From an optimization exercise on the open Yosys and OpenROAD flow, aimed at small area; shortcuts taken in it are not production practice. Only simulation tests tie the RTL to the original design; equivalence was not proved. Power is estimated from default activity; no workload was simulated.

==> flow/design.v, too long to show whole: its modules and the start of the top module <==
// module map_pixel: 739 lines
// module map_cross: 161 lines
// module map_lookup: 956 lines
// module map: 183 lines
module map(input CLOCK, input rst, input tick, input pbu, pbu_ndb, pbd, pbd_ndb, pbl, pbl_ndb, pbr, pbr_ndb, pbc, SW0, SW1, SW14, input [2:0] layer, input [31:0] x, y, output reg [15:0] oled_data, output reg [7:0] seg_map, output reg [3:0] an_map);
  // ...
==> flow/flow/run.sh <==
#!/bin/bash
# Standard layout, except that:
# * synthesis leaves adders to ABC and maps the logic with an area-oriented
#   ABC script (flow/area.abc,
#   see flow/my_synth.tcl); registers are mapped exactly as in the standard flow;
# * each port gets the smallest buffer (buf_1) instead of the default choice.
# Each tool's output goes to its own log in this folder.
set -euo pipefail
W=$(pwd)
export MY_ABC_SCRIPT=$W/flow/area.abc
export BUFFER_PORTS_ARGS="-buffer_cell sky130_fd_sc_hd__buf_1"
sed "s#SYNTH_SCRIPT=[^ ]*#SYNTH_SCRIPT=$W/flow/my_synth.tcl BUFFER_PORTS_ARGS='-buffer_cell sky130_fd_sc_hd__buf_1'#" standard.sh > standard_area.sh
bash standard_area.sh > flow_make.log 2>&1
==> flow/flow/area.abc <==
strash
&get -n
&deepsyn -T 400
&put
dch -f
amap -F 16 -A 16
topo
==> flow/flow/my_synth.tcl <==
# The standard flow's synthesis script (synth_recipe.tcl, sourced unchanged below) with
# changes only to how the combinational logic is mapped; registers are mapped
# exactly as in the standard flow:
# * adders are left to ABC instead of being extracted into full/half-adder cells;
# * ABC runs an area-oriented script (flow/area.abc) instead of the default one;
# * wires that feed several outputs get the smallest buffer (buf_1).
proc extract_fa {args} { puts "extract_fa skipped: adders are left to ABC" }
proc abc {args} {
  set i [lsearch -exact $args -script]
  if {$i >= 0} { lset args [expr {$i + 1}] $::env(MY_ABC_SCRIPT) }
  yosys abc {*}$args
}
set ::env(MIN_BUF_CELL_AND_PORTS) "sky130_fd_sc_hd__buf_1 A X"
source [file join [file dirname $::env(FLOW_CONFIG)] synth_recipe.tcl]
==> flow/standard.sh <==
#!/bin/bash
# synth_recipe.tcl (not shown) runs the flow's synth.tcl, then flattens the netlist and writes it again
# the make line also repeats each setting of config.mk as NAME=value (left out here)
make -C /OpenROAD-flow-scripts/flow DESIGN_CONFIG=/design/flow/config.mk WORK_HOME=/design/flow/orfs CLKGATE_MAP_FILE= SYNTH_SCRIPT=/design/flow/synth_recipe.tcl "${@:-finish}"
==> flow/config.mk <==
export PLATFORM = sky130hd
export DESIGN_NAME = map
export DESIGN_NICKNAME = map
export VERILOG_FILES = /design/flow/design.v
export SDC_FILE = /design/flow/constraint.sdc
export NUM_CORES = 4
export LEC_CHECK = 0
export ABC_AREA = 1
export CAP_MARGIN = 20
export CORE_MARGIN = 2
export CORE_UTILIZATION = 40
export CTS_BUF_LIST = sky130_fd_sc_hd__clkbuf_8
export SLEW_MARGIN = 20
==> flow/constraint.sdc <==
create_clock -name core_clock -period 12.0 [get_ports {CLOCK}]
set_input_delay 2.4000 -clock core_clock [delete_from_list [all_inputs] [get_ports {CLOCK}]]
set_output_delay 2.4000 -clock core_clock [all_outputs]
set_load 0.01 [all_outputs]
==> summary.txt, run 1 <==
Outcome
  • Status: timing/DRC/antenna clean

Clock tree
  • Clock Sinks: 79
  • CTS resizes: 0
  • H-tree levels: 3
  • Root buf cell: clkbuf_8
  • Insertion delay to the later sink of the worst-skew pair: ~0.36 ns

Layout
  • Syn-to-layout area delta: 11.4%
  • FFs & Latches: a little under 80
  • Number of clock buffers in the layout: 11
  • Commonest non-fill, non-tap cell in the layout: nor2_1
  • Fraction of area in multi-input gates: about 65%

Worst setup path
  • Endpoint type of the worst setup path: flop
  • FF-to-FF End: nsq[12]
  • Worst R2R Setup Slack: 4.28 ns
  • Worst Reg-to-Reg Cells: 31
  • Critical-path maximum fanout: 13
  • Critical path's most frequent cell: nor2_1

Die
  • Initial Util: 40.6%

Power and ir drop
  • P_comb: 0.200 mW
  • NetSw: 0.243 mW
  • Pwr Total: 0.720 mW
  • VDD IR max: between 0.05 and 0.06 mV

Timing
  • PnR worst setup slack: 2.46 ns
  • Final Skew: 0.0111 ns
  • Final Cycle Share: a little under 80%
  • Worst Max-Slew Pin Slew: 1.19 ns

Detailed routing
  • Post-DRT Antenna Nets: 0
  • WL met3: 6290 µm
  • Vias per std cell: 7.00
  • Met2 Routed Length: between 15,000 and 20,000 µm

Synthesis
  • Compound-gate portion of the synthesized area: 44.2%
  • Multiplexer share of the synthesized area: 0%
  • Number of synthesized flops with an enable pin: 13
  • Post-Syn Instances: 1,511
  • Count leader, synth: nor2_1
  • Area fraction of the dominant cell type after synthesis: between 10% and 20%
  • Distinct cells, synth: 58
  • Synth top cells by count: nor2_1 (359), clkinv_1 (210), o21ai_0 (138)

GRT
  • Busiest layer in global routing: met2
  • First-pass GRT wire length: 71,600 µm
  • Grt met1 use: 49.5%
  • GRT Resource Usage Total: 38.2%

Placed design
  • Placed Cells: 1,873

Worst hold path
  • Worst hold path endpoint: cnt[3]
==> run 2, diff against run 1 <==
--- a/flow/config.mk
+++ b/flow/config.mk
@@ -9,5 +9,6 @@
 export CAP_MARGIN = 20
 export CORE_MARGIN = 2
-export CORE_UTILIZATION = 40
+export CORE_UTILIZATION = 55
 export CTS_BUF_LIST = sky130_fd_sc_hd__clkbuf_8
+export GPL_TIMING_DRIVEN = 0
 export SLEW_MARGIN = 20
==> summary.txt, run 2 <==
Outcome
  • Status: timing/DRC/antenna clean (unchanged)

Layout
  • Register area: 1710 µm² (unchanged)
  • Final core utilization: 60.7% (was 45.2%)
  • Final nets: 1,666 (was 1,681)
  • Largest Register: nsq (unchanged)
  • Fill cell count: 1,581 (was 2,442)
  • ANT cells: 0 (unchanged)
  • Commonest non-fill, non-tap cell in the layout: nor2_1 (unchanged)
  • Layout cells sized above 1: 1.83% (was 3.30%)
  • Number of flip-flops in the largest register: 13 (unchanged)
  • Most frequent cells in the layout: nor2_1 (358), clkinv_1 (210), o21ai_0 (138), a21oi_1 (120), nand2_1 (84) (was nor2_1 (359), clkinv_1 (210), o21ai_0 (138), a21oi_1 (120), nand2_1 (84))
  • Area of the multi-input gates: 6640 µm² (was 6610 µm²)
  • Syn-to-layout area delta: 8.83% (was 11.4%)
  • Final instance area: 9960 µm² (was 10,200 µm²)

Synthesis
  • Number of synthesized flops with an enable pin: 13 (unchanged)
  • Distinct cells, synth: 58 (unchanged)
  • Netlist Area Pre-Place: 9160 µm² (unchanged)
  • Largest area contributor in the netlist: nor2_1 (unchanged)
  • Syn nets: 1,593 (unchanged)
  • Async SR Flop Fraction: 0% (unchanged)
  • FF+latch count, synth: 79 (unchanged)
  • Yosys warns: 1 (unchanged)
  • Register area share after synthesis: 18.7% (unchanged)
  • Synth top area cells: nor2_1 (15%), dfxtp_1 (14%), clkinv_1 (8.6%), o21ai_0 (7.5%), a21oi_1 (6.6%) (unchanged)
  • Post-Syn Instances: 1,511 (unchanged)
  • Area fraction of the dominant cell type after synthesis: 14.7% (unchanged)
  • Synth top cells by count: nor2_1 (359), clkinv_1 (210), o21ai_0 (138) (unchanged)
  • Post-synth top flop: dfxtp_1 (unchanged)
  • Avg Cell Area, Syn: 6.06 µm² (unchanged)
  • Count leader, synth: nor2_1 (unchanged)

GRT
  • Largest net degree at the start of global routing: 26 (unchanged)
  • GRT overflow: 0 (unchanged)
  • First-pass GRT wire length: 64,900 µm (was 71,600 µm)
  • GRT Resource Usage Total: 46.5% (was 38.2%)
  • Number of global-route vias before repair: 12,000 (was 12,041)
  • Antenna violations before repair: 1 (was 0)

Worst setup path
  • Critical-path maximum fanout: 13 (unchanged)
  • CP Buf/Inv Count: 3 (unchanged)
  • Endpoint type of the worst setup path: flop (unchanged)
  • Stages on worst setup path: 32 (unchanged)
  • R2R Path Start: cs[0] (unchanged)
  • FF-to-FF End: lk2[2] (was nsq[12])
  • Slowest-stage cell, CP: nor2_1 (unchanged)
  • Worst R2R Setup Slack: 3.42 ns (was 4.28 ns)
  • Critical path data required time: 12.29 ns (about the same)
  • Worst Reg-to-Reg Cells: 16 (was 31)
  • CP Class: in -> reg (unchanged)
  • Critical path's most frequent cell: nor2_1 (unchanged)
  • Arrival time at the worst endpoint: 9.87 ns (was 9.83 ns)
  • Startpoint types: input pin (unchanged)
  • CP delay by family, top: compound AO/OA/AOI/OAI gates (unchanged)
  • CP max stage delay: 0.72 ns (was 0.80 ns)

Die
  • Initial Util: 55.8% (was 40.6%)
  • IO Count: 110 (unchanged)
  • Core Box Area: 16,400 µm² (was 22,600 µm²)
  • DIE AREA: 17,700 µm² (was 24,100 µm²)
  • Die Span Y: 133 µm (was 155 µm)
  • Die width: 133 µm (was 155 µm)
  • Cell Rows: 47 (was 55)

Power and ir drop
  • P_leak: 3.01 nW (was 3.15 nW)
  • Power Dens Cells: 69.4 nW/µm² (was 70.6 nW/µm²)
  • Pwr Total: 0.692 mW (was 0.720 mW)
  • Clock share of power: 32.3% (was 34.0%)
  • VDD IR max: 0.0781 mV (was 0.0572 mV)
  • Cell Int Power: 0.444 mW (was 0.477 mW)
  • Gate power share: 27.9% (was 27.8%)
  • NetSw: 0.248 mW (was 0.243 mW)
  • Flop pwr share: 39.8% (was 38.2%)
  • Switch share: 35.9% (was 33.8%)

Clock tree
  • CTS tree: done (unchanged)
  • Root buf cell: clkbuf_8 (unchanged)
  • # hold bufs at CTS: 0 (unchanged)
  • Clock Pin Slew Worst Setup and Hold Paths: 0.09 ns (was 0.08 ns)
  • H-tree levels: 3 (unchanged)
  • Clock Sinks: 79 (unchanged)
  • Setup Buffers After CTS: 0 (unchanged)
  • CTS resizes: 0 (unchanged)
  • CTS Buffer Depth: 2 (unchanged)
  • Clock buffer count from CTS: 9 (unchanged)
  • Insertion delay to the later sink of the worst-skew pair: 0.37 ns (was 0.36 ns)

Timing
  • Clock period minus worst slack: 9.58 ns (was 9.54 ns)
  • Setup TNS: 0 ns (unchanged)
  • Final hold violations: 0 (unchanged)
  • RSZ-0062 raised after global routing: false (unchanged)
  • Final Cycle Share: 79.8% (was 79.5%)
  • Final Skew: 0.00870 ns (was 0.0111 ns)
  • Final setup vio count: 0 (unchanged)
  • Highest clock rate: 104 MHz (was 105 MHz)
  • Max-slew headroom: 8.46% (was 19.4%)
  • Worst Max-Slew Pin Slew: 1.37 ns (was 1.19 ns)
  • Final Max Slew Viols: 0 (unchanged)

Worst hold path
  • Hold wc startpoint: cnt[3] (unchanged)
  • Hold WC Path Type: reg -> reg (unchanged)
  • Hold depth: 1 (unchanged)
  • Worst hold path endpoint: cnt[3] (unchanged)

Placed design
  • Post-place instance area: 9720 µm² (was 9950 µm²)
  • Final Wtd Congestion: 1.31 (was 1.10)
  • PortBufs: 58 (unchanged)
  • Detail Placement HPWL: 31,100 µm (was 35,100 µm)

Detailed routing
  • Drt drc: 0 (unchanged)
  • Vias: 13,571 (was 13,214)
  • Drt first pass iters: 14 (was 8)
  • Vias per std cell: 7.50 (was 7.00)
  • Initial DRC count: 3,648 (was 1,973)
  • Final wirelength: 42,700 µm (was 47,300 µm)
  • Avg WL per Cell: 23.6 µm (was 25.0 µm)
  • Post-DRT Antenna Nets: 0 (unchanged)

Run
  • Max-Cap Viols: 0 (unchanged)
-- run 2: cell count changes in the layout (fill, tap and decap cells not counted), sizes merged --
| cell | delta |
|---|---|
| bufinv | -1 |
| buf | -17 |
| clkinv | +2 |
| clkinvlp | +1 |
-- run 2: cell families (layout without fill, tap and decap cells) --
kind of cell | count (synthesis) | in the layout | synth area share, %
xor+xnor | 2 | 2 | 0.191
flops | 79 | 79 | 18.7
compound gates | 610 | 610 | 44.2
simple gates | 593 | 593 | 27.6
buf+inv | 227 | 305 | 9.31
-- run 2: worst max-delay path by stage --
stage / start / to / slack (ns)
2_1_floorplan: layer[1] / nsq[12] / 4.04
3_5_place_dp: layer[1] / nsq[12] / 2.53
5_1_grt: layer[1] / nsq[12] / 1.74
3_3_place_gp: layer[1] / nsq[12] / 2.93
6_report: layer[1] / nsq[12] / 2.42
4_1_cts: layer[1] / nsq[12] / 2.70
-- run 2: stage by stage --
step,setup slack [ns],hold WS [ns],instances
after detailed placement,2.53,0.449,1792
after CTS,2.70,0.461,1808
after global placement,2.93,0.444,1789
after floorplan,4.04,0.430,1511
final,2.42,0.464,1809
after global routing,1.74,0.479,1809
-- run 2: power by group through the flow --
stage          clock network [mW]  registers [mW]  logic [mW]
2_1_floorplan                   0           0.280       0.114
3_3_place_gp                    0           0.281       0.178
3_5_place_dp                    0           0.281       0.177
4_1_cts                     0.221           0.275       0.178
5_1_grt                     0.234           0.276       0.202
6_report                    0.223           0.275       0.193
-- run 2: area by class of cell --
type / count / area share (%)
plain buffers: 17 / 0.640
clock buffers: 9 / 1.24
inverters: 210 / 7.91
multi-input cells: 1205 / 66.6
clock inverters: 7 / 0.979
flip-flops and latches: 79 / 17.2
well taps: 220 / 2.76
repair buffers: 62 / 2.70
-- run 2: routing by layer --
metal | vias up | wire length, µm | GRT usage, %
met3 | 456 | 7340 | 17.8
met1 | 5862 | 14700 | 58.6
li1 | 5803 | - | -
met4 | 0 | 3830 | 26.9
met2 | 1450 | 16800 | 67.6
met5 | - | 0 | 0
==> module map_cross, before the edit <==
module map_cross(input [6:0] xx, input [5:0] yy, input [6:0] cx, input [5:0] cy, output c);
    wire new_n100;
    wire new_n101;
    wire new_n102;
    wire new_n103;
    wire new_n104;
    wire new_n105;
    wire new_n106;
    wire new_n28;
    wire new_n29;
    wire new_n30;
    wire new_n31;
    wire new_n32;
    wire new_n33;
    wire new_n34;
    wire new_n35;
    wire new_n36;
    wire new_n37;
    wire new_n38;
    wire new_n39;
    wire new_n40;
    wire new_n41;
    wire new_n42;
    wire new_n43;
    wire new_n44;
    wire new_n45;
    wire new_n46;
    wire new_n47;
    wire new_n48;
    wire new_n49;
    wire new_n50;
    wire new_n51;
    wire new_n52;
    wire new_n53;
    wire new_n54;
    wire new_n55;
    wire new_n56;
    wire new_n57;
    wire new_n58;
    wire new_n59;
    wire new_n60;
    wire new_n61;
    wire new_n62;
    wire new_n63;
    wire new_n64;
    wire new_n65;
    wire new_n66;
    wire new_n67;
    wire new_n68;
    wire new_n69;
    wire new_n70;
    wire new_n71;
    wire new_n72;
    wire new_n73;
    wire new_n74;
    wire new_n75;
    wire new_n76;
    wire new_n77;
    wire new_n78;
    wire new_n79;
    wire new_n80;
    wire new_n81;
    wire new_n82;
    wire new_n83;
    wire new_n84;
    wire new_n85;
    wire new_n86;
    wire new_n87;
    wire new_n88;
    wire new_n89;
    wire new_n90;
    wire new_n91;
    wire new_n92;
    wire new_n93;
    wire new_n94;
    wire new_n95;
    wire new_n96;
    wire new_n97;
    wire new_n98;
    wire new_n99;
    assign new_n28 = (~cx[1]);
    assign new_n29 = (~xx[1]&~new_n28);
    assign new_n30 = (~xx[1]);
    assign new_n31 = (~cx[1]&~new_n30);
    assign new_n32 = (~new_n29&~new_n31);
    assign new_n33 = (~new_n32);
    assign new_n34 = (~cx[0]);
    assign new_n35 = (~new_n34) | (~xx[0]);
    assign new_n36 = (~new_n35);
    assign new_n37 = (~xx[0]&~new_n34&~new_n33);
    assign new_n38 = (~new_n33&~new_n37) | (~new_n36&~new_n37);
    assign new_n39 = (xx[6]&~cx[6]) | (~xx[6]&cx[6]);
    assign new_n40 = (xx[5]&~cx[5]) | (~xx[5]&cx[5]);
    assign new_n41 = (~xx[4]);
    assign new_n42 = (xx[4]&~cx[4]) | (~xx[4]&cx[4]);
    assign new_n43 = (~xx[3]);
    assign new_n44 = (xx[3]&~cx[3]) | (~xx[3]&cx[3]);
    assign new_n45 = (~xx[2]);
    assign new_n46 = (~xx[2]&~cx[2]) | (xx[2]&cx[2]);
    assign new_n47 = (~new_n46);
    assign new_n48 = (~new_n29&~new_n37);
    assign new_n49 = (~new_n47&~new_n48);
    assign new_n50 = (~new_n45&~new_n49) | (~cx[2]&~new_n49);
    assign new_n51 = (~new_n44&~new_n50);
    assign new_n52 = (~new_n43&~new_n51) | (~cx[3]&~new_n51);
    assign new_n53 = (~new_n42&~new_n52);
    assign new_n54 = (~new_n41&~new_n53) | (~cx[4]&~new_n53);
    assign new_n55 = (~xx[5]);
    assign new_n56 = (~new_n55) | (~cx[5]);
    assign new_n57 = (~new_n40&~new_n54) | (~new_n56);
    assign new_n58 = (~new_n39&~new_n57) | (new_n39&new_n57);
    assign new_n59 = (new_n40&~new_n54) | (~new_n40&new_n54);
    assign new_n60 = (new_n44&~new_n50) | (~new_n44&new_n50);
    assign new_n61 = (~new_n60);
    assign new_n62 = (~new_n29&~new_n46&~new_n37);
    assign new_n63 = (~new_n62&~new_n49);
    assign new_n64 = (~new_n63);
    assign new_n65 = (new_n42&~new_n52) | (~new_n42&new_n52);
    assign new_n66 = (~new_n65);
    assign new_n67 = (~new_n61&~new_n64&~new_n66);
    assign new_n68 = (~new_n58) | (~new_n59) | (~new_n67);
    assign new_n69 = (~xx[0]&~new_n34);
    assign new_n70 = (yy[0]&~cy[0]) | (~yy[0]&cy[0]);
    assign new_n71 = (~new_n69&~new_n36) | (~new_n70);
    assign new_n72 = (~yy[4]&~cy[4]) | (yy[4]&cy[4]);
    assign new_n73 = (~cy[3]);
    assign new_n74 = (~cy[0]);
    assign new_n75 = (~yy[0]&~new_n74);
    assign new_n76 = (~cy[1]);
    assign new_n77 = (~new_n76) | (~yy[1]);
    assign new_n78 = (~yy[1]&~new_n76);
    assign new_n79 = (~new_n75&~new_n78) | (~new_n77&~new_n78);
    assign new_n80 = (~new_n79);
    assign new_n81 = (~new_n80) | (~cy[2]);
    assign new_n82 = (~cy[2]&~new_n80);
    assign new_n83 = (~new_n81&~new_n82) | (~yy[2]&~new_n82);
    assign new_n84 = (~yy[3]&~cy[3]) | (yy[3]&cy[3]);
    assign new_n85 = (~new_n83) | (~new_n84);
    assign new_n86 = (~yy[3]&~new_n73) | (~new_n85);
    assign new_n87 = (new_n72&~new_n86) | (~new_n72&new_n86);
    assign new_n88 = (new_n84&~new_n83) | (~new_n84&new_n83);
    assign new_n89 = (~yy[2]&~new_n81) | (~new_n83);
    assign new_n90 = (~new_n82) | (~yy[2]);
    assign new_n91 = (~new_n89) | (~new_n90);
    assign new_n92 = (~new_n78);
    assign new_n93 = (~new_n92) | (~new_n77);
    assign new_n94 = (new_n75&~new_n93) | (~new_n75&new_n93);
    assign new_n95 = (~new_n91) | (~new_n70) | (~new_n94);
    assign new_n96 = (~yy[5]&~cy[5]) | (yy[5]&cy[5]);
    assign new_n97 = (~yy[4]);
    assign new_n98 = (new_n97&new_n86) | (new_n97&cy[4]) | (new_n86&cy[4]);
    assign new_n99 = (new_n96&~new_n98) | (~new_n96&new_n98);
    assign new_n100 = (~new_n94&~new_n91);
    assign new_n101 = (~new_n99) | (~new_n87) | (~new_n88) | (~new_n100);
    assign new_n102 = (~new_n87&~new_n88&~new_n95&~new_n99) | (~new_n101);
    assign new_n103 = (~new_n69&~new_n32&~new_n36) | (~new_n71) | (~new_n102);
    assign new_n104 = (~new_n66) | (~new_n61) | (~new_n64);
    assign new_n105 = (~new_n59&~new_n104&~new_n58);
    assign new_n106 = (~new_n38&~new_n105);
    assign c = (~new_n38&~new_n103&~new_n106) | (~new_n68&~new_n103&~new_n106);
endmodule
==> run 3, diff against run 2 <==
--- a/flow/design.v
+++ b/flow/design.v
@@ -746,4 +746,9 @@
     wire new_n105;
     wire new_n106;
+    wire new_n107;
+    wire new_n108;
+    wire new_n109;
+    wire new_n110;
+    wire new_n111;
     wire new_n28;
     wire new_n29;
@@ -818,84 +823,89 @@
     wire new_n98;
     wire new_n99;
-    assign new_n28 = (~cx[1]);
-    assign new_n29 = (~xx[1]&~new_n28);
-    assign new_n30 = (~xx[1]);
-    assign new_n31 = (~cx[1]&~new_n30);
-    assign new_n32 = (~new_n29&~new_n31);
-    assign new_n33 = (~new_n32);
-    assign new_n34 = (~cx[0]);
-    assign new_n35 = (~new_n34) | (~xx[0]);
-    assign new_n36 = (~new_n35);
-    assign new_n37 = (~xx[0]&~new_n34&~new_n33);
-    assign new_n38 = (~new_n33&~new_n37) | (~new_n36&~new_n37);
-    assign new_n39 = (xx[6]&~cx[6]) | (~xx[6]&cx[6]);
-    assign new_n40 = (xx[5]&~cx[5]) | (~xx[5]&cx[5]);
-    assign new_n41 = (~xx[4]);
-    assign new_n42 = (xx[4]&~cx[4]) | (~xx[4]&cx[4]);
-    assign new_n43 = (~xx[3]);
-    assign new_n44 = (xx[3]&~cx[3]) | (~xx[3]&cx[3]);
-    assign new_n45 = (~xx[2]);
-    assign new_n46 = (~xx[2]&~cx[2]) | (xx[2]&cx[2]);
-    assign new_n47 = (~new_n46);
-    assign new_n48 = (~new_n29&~new_n37);
-    assign new_n49 = (~new_n47&~new_n48);
-    assign new_n50 = (~new_n45&~new_n49) | (~cx[2]&~new_n49);
-    assign new_n51 = (~new_n44&~new_n50);
-    assign new_n52 = (~new_n43&~new_n51) | (~cx[3]&~new_n51);
-    assign new_n53 = (~new_n42&~new_n52);
-    assign new_n54 = (~new_n41&~new_n53) | (~cx[4]&~new_n53);
-    assign new_n55 = (~xx[5]);
-    assign new_n56 = (~new_n55) | (~cx[5]);
-    assign new_n57 = (~new_n40&~new_n54) | (~new_n56);
-    assign new_n58 = (~new_n39&~new_n57) | (new_n39&new_n57);
-    assign new_n59 = (new_n40&~new_n54) | (~new_n40&new_n54);
-    assign new_n60 = (new_n44&~new_n50) | (~new_n44&new_n50);
-    assign new_n61 = (~new_n60);
-    assign new_n62 = (~new_n29&~new_n46&~new_n37);
-    assign new_n63 = (~new_n62&~new_n49);
-    assign new_n64 = (~new_n63);
-    assign new_n65 = (new_n42&~new_n52) | (~new_n42&new_n52);
-    assign new_n66 = (~new_n65);
-    assign new_n67 = (~new_n61&~new_n64&~new_n66);
-    assign new_n68 = (~new_n58) | (~new_n59) | (~new_n67);
-    assign new_n69 = (~xx[0]&~new_n34);
-    assign new_n70 = (yy[0]&~cy[0]) | (~yy[0]&cy[0]);
-    assign new_n71 = (~new_n69&~new_n36) | (~new_n70);
-    assign new_n72 = (~yy[4]&~cy[4]) | (yy[4]&cy[4]);
-    assign new_n73 = (~cy[3]);
-    assign new_n74 = (~cy[0]);
-    assign new_n75 = (~yy[0]&~new_n74);
-    assign new_n76 = (~cy[1]);
-    assign new_n77 = (~new_n76) | (~yy[1]);
-    assign new_n78 = (~yy[1]&~new_n76);
-    assign new_n79 = (~new_n75&~new_n78) | (~new_n77&~new_n78);
-    assign new_n80 = (~new_n79);
-    assign new_n81 = (~new_n80) | (~cy[2]);
-    assign new_n82 = (~cy[2]&~new_n80);
-    assign new_n83 = (~new_n81&~new_n82) | (~yy[2]&~new_n82);
-    assign new_n84 = (~yy[3]&~cy[3]) | (yy[3]&cy[3]);
-    assign new_n85 = (~new_n83) | (~new_n84);
-    assign new_n86 = (~yy[3]&~new_n73) | (~new_n85);
-    assign new_n87 = (new_n72&~new_n86) | (~new_n72&new_n86);
-    assign new_n88 = (new_n84&~new_n83) | (~new_n84&new_n83);
-    assign new_n89 = (~yy[2]&~new_n81) | (~new_n83);
-    assign new_n90 = (~new_n82) | (~yy[2]);
-    assign new_n91 = (~new_n89) | (~new_n90);
-    assign new_n92 = (~new_n78);
-    assign new_n93 = (~new_n92) | (~new_n77);
-    assign new_n94 = (new_n75&~new_n93) | (~new_n75&new_n93);
-    assign new_n95 = (~new_n91) | (~new_n70) | (~new_n94);
-    assign new_n96 = (~yy[5]&~cy[5]) | (yy[5]&cy[5]);
-    assign new_n97 = (~yy[4]);
-    assign new_n98 = (new_n97&new_n86) | (new_n97&cy[4]) | (new_n86&cy[4]);
-    assign new_n99 = (new_n96&~new_n98) | (~new_n96&new_n98);
-    assign new_n100 = (~new_n94&~new_n91);
-    assign new_n101 = (~new_n99) | (~new_n87) | (~new_n88) | (~new_n100);
-    assign new_n102 = (~new_n87&~new_n88&~new_n95&~new_n99) | (~new_n101);
-    assign new_n103 = (~new_n69&~new_n32&~new_n36) | (~new_n71) | (~new_n102);
-    assign new_n104 = (~new_n66) | (~new_n61) | (~new_n64);
-    assign new_n105 = (~new_n59&~new_n104&~new_n58);
-    assign new_n106 = (~new_n38&~new_n105);
-    assign c = (~new_n38&~new_n103&~new_n106) | (~new_n68&~new_n103&~new_n106);
+    assign new_n28 = (~cx[2]);
+    assign new_n29 = (~xx[2]&~new_n28);
+    assign new_n30 = (~new_n29);
+    assign new_n31 = (~xx[4]);
+    assign new_n32 = (~cx[4]&~new_n31);
+    assign new_n33 = (~new_n31) | (~cx[4]);
+    assign new_n34 = (~new_n33);
+    assign new_n35 = (~xx[5]);
+    assign new_n36 = (~cx[5]&~new_n35);
+    assign new_n37 = (~new_n36);
+    assign new_n38 = (~new_n35) | (~cx[5]);
+    assign new_n39 = (~new_n37) | (~new_n38);
+    assign new_n40 = (~new_n32&~new_n34&~new_n39);
+    assign new_n41 = (~xx[1]&new_n40) | (~new_n30&new_n40);
+    assign new_n42 = (~new_n39);
+    assign new_n43 = (~cx[4]&~new_n42);
+    assign new_n44 = (~xx[3]);
+    assign new_n45 = (~cx[3]&~new_n44);
+    assign new_n46 = (~new_n34&~new_n43) | (~new_n45);
+    assign new_n47 = (~new_n44) | (~cx[3]);
+    assign new_n48 = (~new_n47);
+    assign new_n49 = (~new_n40) | (~new_n48);
+    assign new_n50 = (~new_n46&~cx[2]) | (~new_n49&~cx[2]);
+    assign new_n51 = (~xx[6]&~cx[6]) | (xx[6]&cx[6]);
+    assign new_n52 = (new_n36&~new_n51) | (~new_n36&new_n51);
+    assign new_n53 = (~new_n45&~new_n48);
+    assign new_n54 = (~new_n28) | (~xx[2]);
+    assign new_n55 = (~new_n53) | (~new_n30) | (~new_n54);
+    assign new_n56 = (~cx[1]);
+    assign new_n57 = (~new_n56) | (~xx[1]);
+    assign new_n58 = (~xx[0]);
+    assign new_n59 = (~cx[0]&~new_n58);
+    assign new_n60 = (~xx[2]&~new_n53) | (~new_n59);
+    assign new_n61 = (~xx[4]&~new_n42);
+    assign new_n62 = (~new_n55&~new_n60&~new_n61) | (~new_n57&~new_n60&~new_n61);
+    assign new_n63 = (~new_n41&~new_n50) | (~new_n52) | (~new_n62);
+    assign new_n64 = (~xx[1]&~new_n56);
+    assign new_n65 = (~new_n64);
+    assign new_n66 = (~new_n58) | (~cx[0]);
+    assign new_n67 = (~new_n66);
+    assign new_n68 = (~new_n65&~new_n67) | (~new_n57&~new_n67);
+    assign new_n69 = (~new_n51&~new_n39);
+    assign new_n70 = (~new_n68&~new_n69&~new_n43);
+    assign new_n71 = (~new_n55&~new_n52) | (~new_n55&~new_n39) | (~new_n65&~new_n52) | (~new_n65&~new_n39);
+    assign new_n72 = (~new_n32&~new_n45&~new_n61);
+    assign new_n73 = (~new_n53&~new_n65) | (~xx[2]&~new_n65) | (~new_n28&~new_n65);
+    assign new_n74 = (~new_n30&~new_n72) | (~new_n73);
+    assign new_n75 = (~new_n40&~new_n48) | (~new_n70) | (~new_n71) | (~new_n74);
+    assign new_n76 = (~yy[3]);
+    assign new_n77 = (~cy[3]&~new_n76);
+    assign new_n78 = (~new_n76) | (~cy[3]);
+    assign new_n79 = (~new_n78);
+    assign new_n80 = (~new_n77&~new_n79);
+    assign new_n81 = (~yy[2]);
+    assign new_n82 = (~cy[2]&~new_n81);
+    assign new_n83 = (~new_n81) | (~cy[2]);
+    assign new_n84 = (~new_n80) | (~new_n83);
+    assign new_n85 = (~new_n80&~new_n82) | (~new_n84);
+    assign new_n86 = (~new_n59&~new_n67);
+    assign new_n87 = (~yy[4]);
+    assign new_n88 = (~cy[4]&~new_n87);
+    assign new_n89 = (~new_n88);
+    assign new_n90 = (~yy[5]&~cy[5]) | (yy[5]&cy[5]);
+    assign new_n91 = (~new_n87&~new_n90) | (~cy[4]&~new_n90);
+    assign new_n92 = (~new_n87) | (~cy[4]);
+    assign new_n93 = (~new_n89&~new_n79) | (~new_n92&~new_n79);
+    assign new_n94 = (~new_n79&~new_n91&~new_n93) | (~new_n89&~new_n91&~new_n93) | (~new_n90&~new_n91&~new_n93);
+    assign new_n95 = (~new_n82);
+    assign new_n96 = (~cy[1]);
+    assign new_n97 = (~yy[0]);
+    assign new_n98 = (~new_n97) | (~cy[0]);
+    assign new_n99 = (~new_n95&~yy[1]&~new_n96&~new_n98) | (~new_n83&~yy[1]&~new_n96&~new_n98);
+    assign new_n100 = (~new_n89&~new_n77) | (~new_n92&~new_n77);
+    assign new_n101 = (cy[0]) | (new_n97);
+    assign new_n102 = (~new_n101&~new_n86) | (~new_n98&~new_n86);
+    assign new_n103 = (~new_n90) | (~new_n77) | (~new_n92);
+    assign new_n104 = (~new_n96) | (~yy[1]);
+    assign new_n105 = (~new_n101) | (~cy[1]);
+    assign new_n106 = (~new_n98&~new_n82) | (~yy[1]&~new_n82) | (~new_n96&~new_n82);
+    assign new_n107 = (~yy[1]&~new_n105) | (~new_n106);
+    assign new_n108 = (~new_n101&~new_n104&~new_n85) | (~new_n84&~new_n107);
+    assign new_n109 = (~new_n88&~new_n90) | (~new_n103) | (~new_n108);
+    assign new_n110 = (~new_n100&~new_n102&~new_n109);
+    assign new_n111 = (~new_n85&~new_n110) | (~new_n86&~new_n110) | (~new_n94&~new_n110) | (~new_n99&~new_n110);
+    assign c = (~new_n63&~new_n111) | (~new_n75&~new_n111);
 endmodule
 module map_lookup(input [6:0] qx, input [5:0] qy, output [3:0] lk);
==> flow/flow/run.sh (replaced) <==
#!/bin/bash
# Standard layout (the standard.sh), except that:
# * synthesis leaves adders to ABC and maps the logic with an area-oriented ABC
#   script (flow/area.abc, used by flow/my_synth.tcl); registers are mapped
#   exactly as in the standard synthesis;
# * each port gets the smallest buffer (buf_1) instead of the default choice.
# Each tool's output goes to its own log in this folder (flow_make.log, and
# ORFS's own logs under orfs/logs).
set -euo pipefail
W=$(pwd)
export MY_ABC_SCRIPT=$W/flow/area.abc
export BUFFER_PORTS_ARGS="-buffer_cell sky130_fd_sc_hd__buf_1"
sed "s#SYNTH_SCRIPT=[^ ]*#SYNTH_SCRIPT=$W/flow/my_synth.tcl BUFFER_PORTS_ARGS='-buffer_cell sky130_fd_sc_hd__buf_1'#" standard.sh > standard_area.sh
bash standard_area.sh > flow_make.log 2>&1
==> flow/flow/area.abc (replaced) <==
strash
&get -n
&deepsyn -T 300 -S 2
&put
dch -f
amap -F 16 -A 16
topo
--- a/flow/config.mk
+++ b/flow/config.mk
@@ -9,6 +9,5 @@
 export CAP_MARGIN = 20
 export CORE_MARGIN = 2
-export CORE_UTILIZATION = 55
+export CORE_UTILIZATION = 40
 export CTS_BUF_LIST = sky130_fd_sc_hd__clkbuf_8
-export GPL_TIMING_DRIVEN = 0
 export SLEW_MARGIN = 20
==> summary.txt, run 3 <==
Worst setup path
  • Critical path's most frequent cell: nor2_1 (unchanged)
  • Slowest-stage cell, CP: nor2_1 (unchanged)
  • Critical path data required time: 12.30 ns (was 12.29 ns)
  • Critical Path Sink: nsq[12] (unchanged)
  • Arrival time at the worst endpoint: 8.99 ns (was 9.87 ns)
  • CP Class: in -> reg (unchanged)
  • Worst R2R Setup Slack: 4.74 ns (was 3.42 ns)
  • FF-to-FF End: lk1[3] (was lk2[2])
  • CP Buf/Inv Count: 6 (was 3)
  • Stages on worst setup path: 32 (unchanged)
  • Startpoint types: input pin (unchanged)
  • R2R Path Start: cs[0] (unchanged)
  • Critical-path maximum fanout: 11 (was 13)
  • CP max stage delay: 0.51 ns (was 0.72 ns)
  • Critical path launch point: SW14 (was layer[1])
  • CP delay by family, top: simple AND/OR/NAND/NOR gates (was compound AO/OA/AOI/OAI gates)
  • Endpoint type of the worst setup path: flop (unchanged)
  • Worst Reg-to-Reg Cells: 20 (was 16)

Clock tree
  • CTS tree: done (unchanged)
  • # hold bufs at CTS: 0 (unchanged)
  • Clock buffer count from CTS: 9 (unchanged)
  • H-tree levels: 3 (unchanged)
  • Clock Pin Slew Worst Setup and Hold Paths: 0.09 ns (about the same)
  • Insertion delay to the later sink of the worst-skew pair: 0.39 ns (was 0.37 ns)
  • Clock Sinks: 79 (unchanged)
  • Root buf cell: clkbuf_8 (unchanged)
  • CTS Buffer Depth: 2 (unchanged)
  • Setup Buffers After CTS: 0 (unchanged)
  • CTS resizes: 0 (unchanged)

Synthesis
  • Async SR Flop Fraction: 0% (unchanged)
  • Area fraction of the dominant cell type after synthesis: 15.2% (was 14.7%)
  • Count leader, synth: nor2_1 (unchanged)
  • Register area share after synthesis: 18.9% (was 18.7%)
  • Syn nets: 1,599 (was 1,593)
  • Synth top cells by count: nor2_1 (368), clkinv_1 (207), o21ai_0 (157) (was nor2_1 (359), clkinv_1 (210), o21ai_0 (138))
  • Largest area contributor in the netlist: nor2_1 (unchanged)
  • Distinct cells, synth: 55 (was 58)
  • Post-synth top flop: dfxtp_1 (unchanged)
  • Netlist Area Pre-Place: 9070 µm² (was 9160 µm²)
  • Avg Cell Area, Syn: 5.98 µm² (was 6.06 µm²)
  • Number of synthesized flops with an enable pin: 13 (unchanged)
  • Yosys warns: 1 (unchanged)
  • FF+latch count, synth: 79 (unchanged)
  • Post-Syn Instances: 1,517 (was 1,511)
  • Synth top area cells: nor2_1 (15%), dfxtp_1 (15%), o21ai_0 (8.7%), clkinv_1 (8.6%), a21oi_1 (6.2%) (was nor2_1 (15%), dfxtp_1 (14%), clkinv_1 (8.6%), o21ai_0 (7.5%), a21oi_1 (6.6%))

Timing
  • Max-slew headroom: 24.7% (was 8.46%)
  • Final Cycle Share: 72.4% (was 79.8%)
  • Final Max Slew Viols: 0 (unchanged)
  • Setup TNS: 0 ns (unchanged)
  • Worst Max-Slew Pin Slew: 1.12 ns (was 1.37 ns)
  • Final Skew: 0.0222 ns (was 0.00870 ns)
  • Highest clock rate: 115 MHz (was 104 MHz)
  • PnR worst setup slack: 3.31 ns (was 2.42 ns)
  • RSZ-0062 raised after global routing: false (unchanged)
  • Final setup vio count: 0 (unchanged)
  • Final hold violations: 0 (unchanged)
  • Clock period minus worst slack: 8.69 ns (was 9.58 ns)

Layout
  • Largest Register: nsq (unchanged)
  • Number of flip-flops in the largest register: 13 (unchanged)
  • Most frequent cells in the layout: nor2_1 (368), clkinv_1 (207), o21ai_0 (157), a21oi_1 (113), nand2_1 (98) (was nor2_1 (358), clkinv_1 (210), o21ai_0 (138), a21oi_1 (120), nand2_1 (84))
  • Layout cells sized above 1: 3.05% (was 1.83%)
  • Syn-to-layout area delta: 10.6% (was 8.83%)
  • Commonest non-fill, non-tap cell in the layout: nor2_1 (unchanged)
  • Final nets: 1,684 (was 1,666)
  • ANT cells: 0 (unchanged)

GRT
  • Antenna violations before repair: 0 (was 1)
  • First-pass GRT wire length: 69,200 µm (was 64,900 µm)
  • Number of global-route vias before repair: 11,793 (was 12,000)
  • GRT overflow: 0 (unchanged)
  • Largest net degree at the start of global routing: 23 (was 26)
  • GRT Resource Usage Total: 37.2% (was 46.5%)

Die
  • Cell Rows: 55 (was 47)
  • Die width: 155 µm (was 133 µm)
  • DIE AREA: 23,900 µm² (was 17,700 µm²)
  • Die Span Y: 155 µm (was 133 µm)
  • IO Count: 110 (unchanged)
  • Initial Util: 40.4% (was 55.8%)
  • Core Box Area: 22,400 µm² (was 16,400 µm²)

Detailed routing
  • Vias: 12,903 (was 13,571)
  • Post-DRT Antenna Nets: 0 (unchanged)
  • Drt first pass iters: 7 (was 14)
  • Initial DRC count: 2,055 (was 3,648)
  • Avg WL per Cell: 24.2 µm (was 23.6 µm)
  • Final wirelength: 45,700 µm (was 42,700 µm)
  • Vias per std cell: 6.82 (was 7.50)
  • Drt drc: 0 (unchanged)

Power and ir drop
  • Switch share: 38.2% (was 35.9%)
  • Power Dens Cells: 69.3 nW/µm² (was 69.4 nW/µm²)
  • NetSw: 0.265 mW (was 0.248 mW)
  • Gate power share: 28.4% (was 27.9%)
  • Cell Int Power: 0.430 mW (was 0.444 mW)
  • Clock share of power: 32.0% (was 32.3%)
  • VDD IR max: 0.0596 mV (was 0.0781 mV)
  • P_leak: 3.11 nW (was 3.01 nW)
  • Flop pwr share: 39.6% (was 39.8%)

Outcome
  • Status: timing/DRC/antenna clean (unchanged)

Placed design
  • Worst slack, placed: 3.03 ns (was 2.53 ns)
  • PortBufs: 58 (unchanged)
  • Detail Placement HPWL: 34,300 µm (was 31,100 µm)
  • Final Wtd Congestion: 1.13 (was 1.31)

Worst hold path
  • Hold wc startpoint: cnt[3] (unchanged)
  • Hold WC Path Type: reg -> reg (unchanged)

Run
  • Max-Cap Viols: 0 (unchanged)
run 3: cell count changes in the layout (fill, tap and decap cells not counted), moves of 9 or more:
cell | before | now
o21ai_0 | 138 | 157
o22a_1 | 20 | 11
buf_4 | 1 | 33
o22ai_1 | 78 | 88
nand2_1 | 84 | 98
or2_0 | 10 | 1
buf_1 | 73 | 58
nor2_1 | 358 | 368
run 3: layout make-up:
cell class              count  area, µm²
well taps                 285        357
flip-flops and latches     79       1710
fillers                  2485      12400
repair buffers             91        465
clock buffers              10        138
clock inverters             6       60.1
multi-input cells        1214       6530
inverters                 207        777
run 3: how the worst min path moves through the flow:
stage / depth (start not counted) / endpoint
floorplan: 1 / nsq[1]
global placement: 1 / cnt[3]
detailed placement: 1 / cnt[3]
CTS: 1 / cnt[3]
global route: 1 / cnt[3]
finish: 1 / cnt[3]
run 3: through the flow:
stage	utilization [%]	power (mW)	hold WS (ns)	area [µm²]	cells
final	44.7	0.695	0.463	10000	1892
after global routing	44.7	0.720	0.480	10000	1892
after CTS	44.7	0.689	0.461	10000	1892
after detailed placement	43.8	0.468	0.448	9840	1876
after global placement	43.8	0.471	0.443	9840	1876
after floorplan	-	0.395	0.424	9070	1517
run 3: power by group through the flow:
stage | registers, mW | clock network, mW | logic [mW]
final | 0.275 | 0.222 | 0.197
after detailed placement | 0.282 | 0 | 0.186
after global placement | 0.282 | 0 | 0.189
after CTS | 0.275 | 0.227 | 0.187
after floorplan | 0.280 | 0 | 0.114
after global routing | 0.276 | 0.235 | 0.209
run 3: metal layers:
layer	share of wire (%)	global-route usage, %	routed length [µm]	vias up
met1	39	48.5	17700	5800
met2	42	57.6	19400	1040
met5	0	0	0	-
met3	13	9.53	6070	236
li1	-	-	-	5827
met4	5.6	17.8	2550	0
run 3: cell families (layout without fill, tap and decap cells):
kind of cell / after synthesis / after routing / share of synthesized area [%]
simple gates: 604 / 604 / 28.0
flops: 79 / 79 / 18.9
xor+xnor: 1 / 1 / 0.0966
compound gates: 609 / 609 / 43.8
buf+inv: 224 / 314 / 9.27
run 3: worst reg2reg max path, stage by stage, from the launching register on:
cell and delay [ns]:
dfxtp_1 0.39, clkinv_1 0.24, nor2_1 0.16, buf_4 0.22, clkinv_1 0.39, o22ai_1 0.85, clkinv_1 0.49, nor2_1 0.28
clkinv_1 0.18, nor2_1 0.24, clkinv_1 0.15, nor2_1 0.41, nor2_1 0.08, o31ai_1 0.90, nand2_1 0.32, o311ai_0 0.88
nor2_1 0.10, a31oi_1 0.25, o22ai_1 0.14, o311ai_0 0.24, o221a_1 0.29
==> run 4, diff against run 3 <==
--- a/flow/config.mk
+++ b/flow/config.mk
@@ -9,5 +9,6 @@
 export CAP_MARGIN = 20
 export CORE_MARGIN = 2
-export CORE_UTILIZATION = 40
+export CORE_UTILIZATION = 50
 export CTS_BUF_LIST = sky130_fd_sc_hd__clkbuf_8
+export GPL_TIMING_DRIVEN = 0
 export SLEW_MARGIN = 20
==> summary.txt, run 4 <==
Detailed routing
  • Drt drc: 0 (unchanged)
  • Met2 Routed Length: 18,600 µm (was 19,400 µm)
  • Top Metal Used: met4 (unchanged)
  • Drt first pass iters: 10 (was 7)
  • Vias: 13,658 (was 12,903)
  • Vias per std cell: 7.48 (was 6.82)
  • Post-DRT Antenna Nets: 0 (unchanged)
  • Met1 WL: 16,800 µm (was 17,700 µm)
  • Final wirelength: 46,600 µm (was 45,700 µm)
  • WL met3: 7540 µm (was 6070 µm)
  • Avg WL per Cell: 25.5 µm (was 24.2 µm)
  • Initial DRC count: 2,862 (was 2,055)

Synthesis
  • Synth top cells by count: nor2_1 (368), clkinv_1 (207), o21ai_0 (157) (unchanged)
  • Synth top area cells: nor2_1 (15%), dfxtp_1 (15%), o21ai_0 (8.7%), clkinv_1 (8.6%), a21oi_1 (6.2%) (unchanged)
  • FF+latch count, synth: 79 (unchanged)
  • Distinct cells, synth: 55 (unchanged)
  • Area fraction of the dominant cell type after synthesis: 15.2% (unchanged)
  • Async SR Flop Fraction: 0% (unchanged)
  • Post-Syn Instances: 1,517 (unchanged)
  • Syn nets: 1,599 (unchanged)
  • Post-synth top flop: dfxtp_1 (unchanged)
  • Netlist Area Pre-Place: 9070 µm² (unchanged)
  • Number of synthesized flops with an enable pin: 13 (unchanged)
  • Register area share after synthesis: 18.9% (unchanged)
  • Yosys warns: 1 (unchanged)
  • Largest area contributor in the netlist: nor2_1 (unchanged)
  • Count leader, synth: nor2_1 (unchanged)
  • Avg Cell Area, Syn: 5.98 µm² (unchanged)

Worst setup path
  • Critical-path maximum fanout: 11 (unchanged)
  • Startpoint types: input pin (unchanged)
  • Slowest-stage cell, CP: nor2_1 (unchanged)
  • Critical path's most frequent cell: nor2_1 (unchanged)
  • Critical path data required time: 12.30 ns (about the same)
  • CP max stage delay: 0.51 ns (about the same)
  • CP Class: in -> reg (unchanged)
  • Arrival time at the worst endpoint: 9.49 ns (was 8.99 ns)
  • Endpoint type of the worst setup path: flop (unchanged)

Layout
  • Final nets: 1,674 (was 1,684)
  • Final core utilization: 55.4% (was 44.7%)
  • ANT cells: 0 (unchanged)
  • Number of flip-flops in the largest register: 13 (unchanged)
  • Layout cells sized above 1: 2.13% (was 3.05%)
  • Most frequent cells in the layout: nor2_1 (368), clkinv_1 (207), o21ai_0 (157), a21oi_1 (113), nand2_1 (98) (unchanged)
  • Largest Register: nsq (unchanged)
  • Commonest non-fill, non-tap cell in the layout: nor2_1 (unchanged)
  • Syn-to-layout area delta: 9.35% (was 10.6%)

Run
  • Max-Cap Viols: 0 (unchanged)

Clock tree
  • CTS tree: done (unchanged)
  • Clock Sinks: 79 (unchanged)
  • CTS Buffer Depth: 2 (unchanged)
  • Clock Pin Slew Worst Setup and Hold Paths: 0.09 ns (about the same)
  • H-tree levels: 3 (unchanged)
  • Insertion delay to the later sink of the worst-skew pair: 0.39 ns (about the same)
  • Setup Buffers After CTS: 0 (unchanged)
  • Root buf cell: clkbuf_8 (unchanged)
  • CTS resizes: 0 (unchanged)
  • Clock buffer count from CTS: 9 (unchanged)
  • # hold bufs at CTS: 0 (unchanged)

Outcome
  • Status: timing/DRC/antenna clean (unchanged)

Die
  • Die width: 139 µm (was 155 µm)
  • Cell Rows: 49 (was 55)
  • IO Count: 110 (unchanged)
  • Die Span Y: 139 µm (was 155 µm)
  • Initial Util: 50.7% (was 40.4%)
  • DIE AREA: 19,200 µm² (was 23,900 µm²)
  • Core Box Area: 17,900 µm² (was 22,400 µm²)

Timing
  • Worst Max-Slew Pin Slew: 1.23 ns (was 1.12 ns)
  • Max-slew headroom: 18.0% (was 24.7%)
  • Final setup vio count: 0 (unchanged)
  • Final Cycle Share: 76.7% (was 72.4%)
  • Final hold violations: 0 (unchanged)
  • Highest clock rate: 109 MHz (was 115 MHz)
  • Clock period minus worst slack: 9.20 ns (was 8.69 ns)
  • Final Max Slew Viols: 0 (unchanged)
  • Setup TNS: 0 ns (unchanged)
  • RSZ-0062 raised after global routing: false (unchanged)
  • Final Skew: 0.0247 ns (was 0.0222 ns)

GRT
  • GRT Resource Usage Total: 46.0% (was 37.2%)
  • Number of global-route vias before repair: 12,401 (was 11,793)
  • First-pass GRT wire length: 70,100 µm (was 69,200 µm)
  • Antenna violations before repair: 0 (unchanged)
  • GRT overflow: 0 (unchanged)
  • Largest net degree at the start of global routing: 23 (unchanged)

Power and ir drop
  • Power Dens Cells: 70.5 nW/µm² (was 69.3 nW/µm²)
  • Flop pwr share: 39.4% (was 39.6%)
  • Clock share of power: 32.2% (was 32.0%)
  • Cell Int Power: 0.429 mW (was 0.430 mW)
  • Switch share: 38.7% (was 38.2%)
  • NetSw: 0.271 mW (was 0.265 mW)
  • VDD IR max: 0.111 mV (was 0.0596 mV)
  • Gate power share: 28.3% (was 28.4%)
  • P_leak: 3.02 nW (was 3.11 nW)

Placed design
  • PortBufs: 58 (unchanged)
  • Final Wtd Congestion: 1.13 (about the same)
  • Detail Placement HPWL: 34,000 µm (was 34,300 µm)

Worst hold path
  • Hold WC Path Type: reg -> reg (unchanged)
==> run 4: power by group through the flow <==
stage                     Combinational (mW)  Clock (mW)  Sequential, mW
after floorplan                        0.114           0           0.280
after global placement                 0.183           0           0.281
after detailed placement               0.181           0           0.282
after CTS                              0.182       0.220           0.276
after global routing                   0.206       0.230           0.276
final                                  0.198       0.226           0.276
==> run 4: worst max-delay path: cells and delay by family <==
kind	cells	cell delay, ns
simple gates	13	2.79
buf+inv	6	1.46
compound gates	14	2.84
==> run 4: through the flow <==
step                      area, µm²  cells  power [mW]  hold slack, ns  setup WS, ns
after floorplan                9070   1517       0.395           0.424          4.60
after global placement         9580   1804       0.464           0.436          2.99
after detailed placement       9690   1810       0.463           0.444          2.84
after CTS                      9900   1826       0.678           0.457          3.09
after global routing           9920   1826       0.713           0.472          2.39
final                          9920   1826       0.700           0.461          2.80
==> run 4: cells by family (layout without fill, tap and decap cells) <==
kind of cell / count (synthesis) / in the layout / share of synthesized area, %
AO/OA/AOI/OAI: 609 / 609 / 43.8
AND/OR/NAND/NOR: 604 / 604 / 28.0
buffers and inverters: 224 / 304 / 9.27
flip-flops: 79 / 79 / 18.9
XOR/XNOR: 1 / 1 / 0.0966
==> run 4: cell type report <==
class | count | area (µm²)
plain buffers | 17 | 63.8
clock buffers | 10 | 138
clock inverters | 6 | 65.1
fillers | 1752 | 7980
inverters | 207 | 777
multi-input cells | 1214 | 6590
flip-flops and latches | 79 | 1710
well taps | 229 | 287
repair buffers | 64 | 285
==> run 4: metal layers <==
layer	up-vias	GRT usage (%)
met1	5981	58.1
met4	0	25.3
met2	1429	67.6
li1	5826	-
met3	422	17.5
met5	-	0
==> run 4: worst paths after layout <==
check        cells after the start       to  slack (ns)   start
min reg2reg                      1   nsq[1]        0.46  nsq[1]
max                             33  nsq[12]        2.80    SW14
max reg2reg                     18   lk2[1]        3.81   cs[0]
min                              1   nsq[1]        0.46  nsq[1]

[what the ideal ports hide]
The flow's constraints put no driver on any port. The routed layouts listed below were extracted and timed again, unchanged, in two steps.
Step 1: set_driving_cell puts a clkbuf_16 on CLOCK and a buf_2 on each other input, an assumption about the parent block.
Step 2 adds t to the input delays and takes it off the output delays; t is the mean of the earliest and latest rising clock arrival at the registers after step 1. Input paths then give back, and output paths get back, about the clock's delay inside the block.
Three values: no drivers, after step 1, after step 2; two values: the first two.
run	t, ns	setup slack, ns	hold slack, ns	pins driven straight from the clock port
run 1	0.382	2.462 / 2.473 / 2.092	0.460 / 0.460 / 0.460	1
run 2	0.399	2.419 / 2.433 / 2.035	0.464 / 0.464 / 0.464	1
run 3	0.423	3.314 / 3.323 / 2.900	0.463 / 0.463 / 0.463	1
run 4	0.421	2.801 / 2.806 / 2.385	0.461 / 0.461 / 0.461	1
After both steps setup and hold are still met in every run listed. For run 4, which loses most, drivers alone change the setup slack by +0.005 ns; drivers and shift together by -0.416 ns.
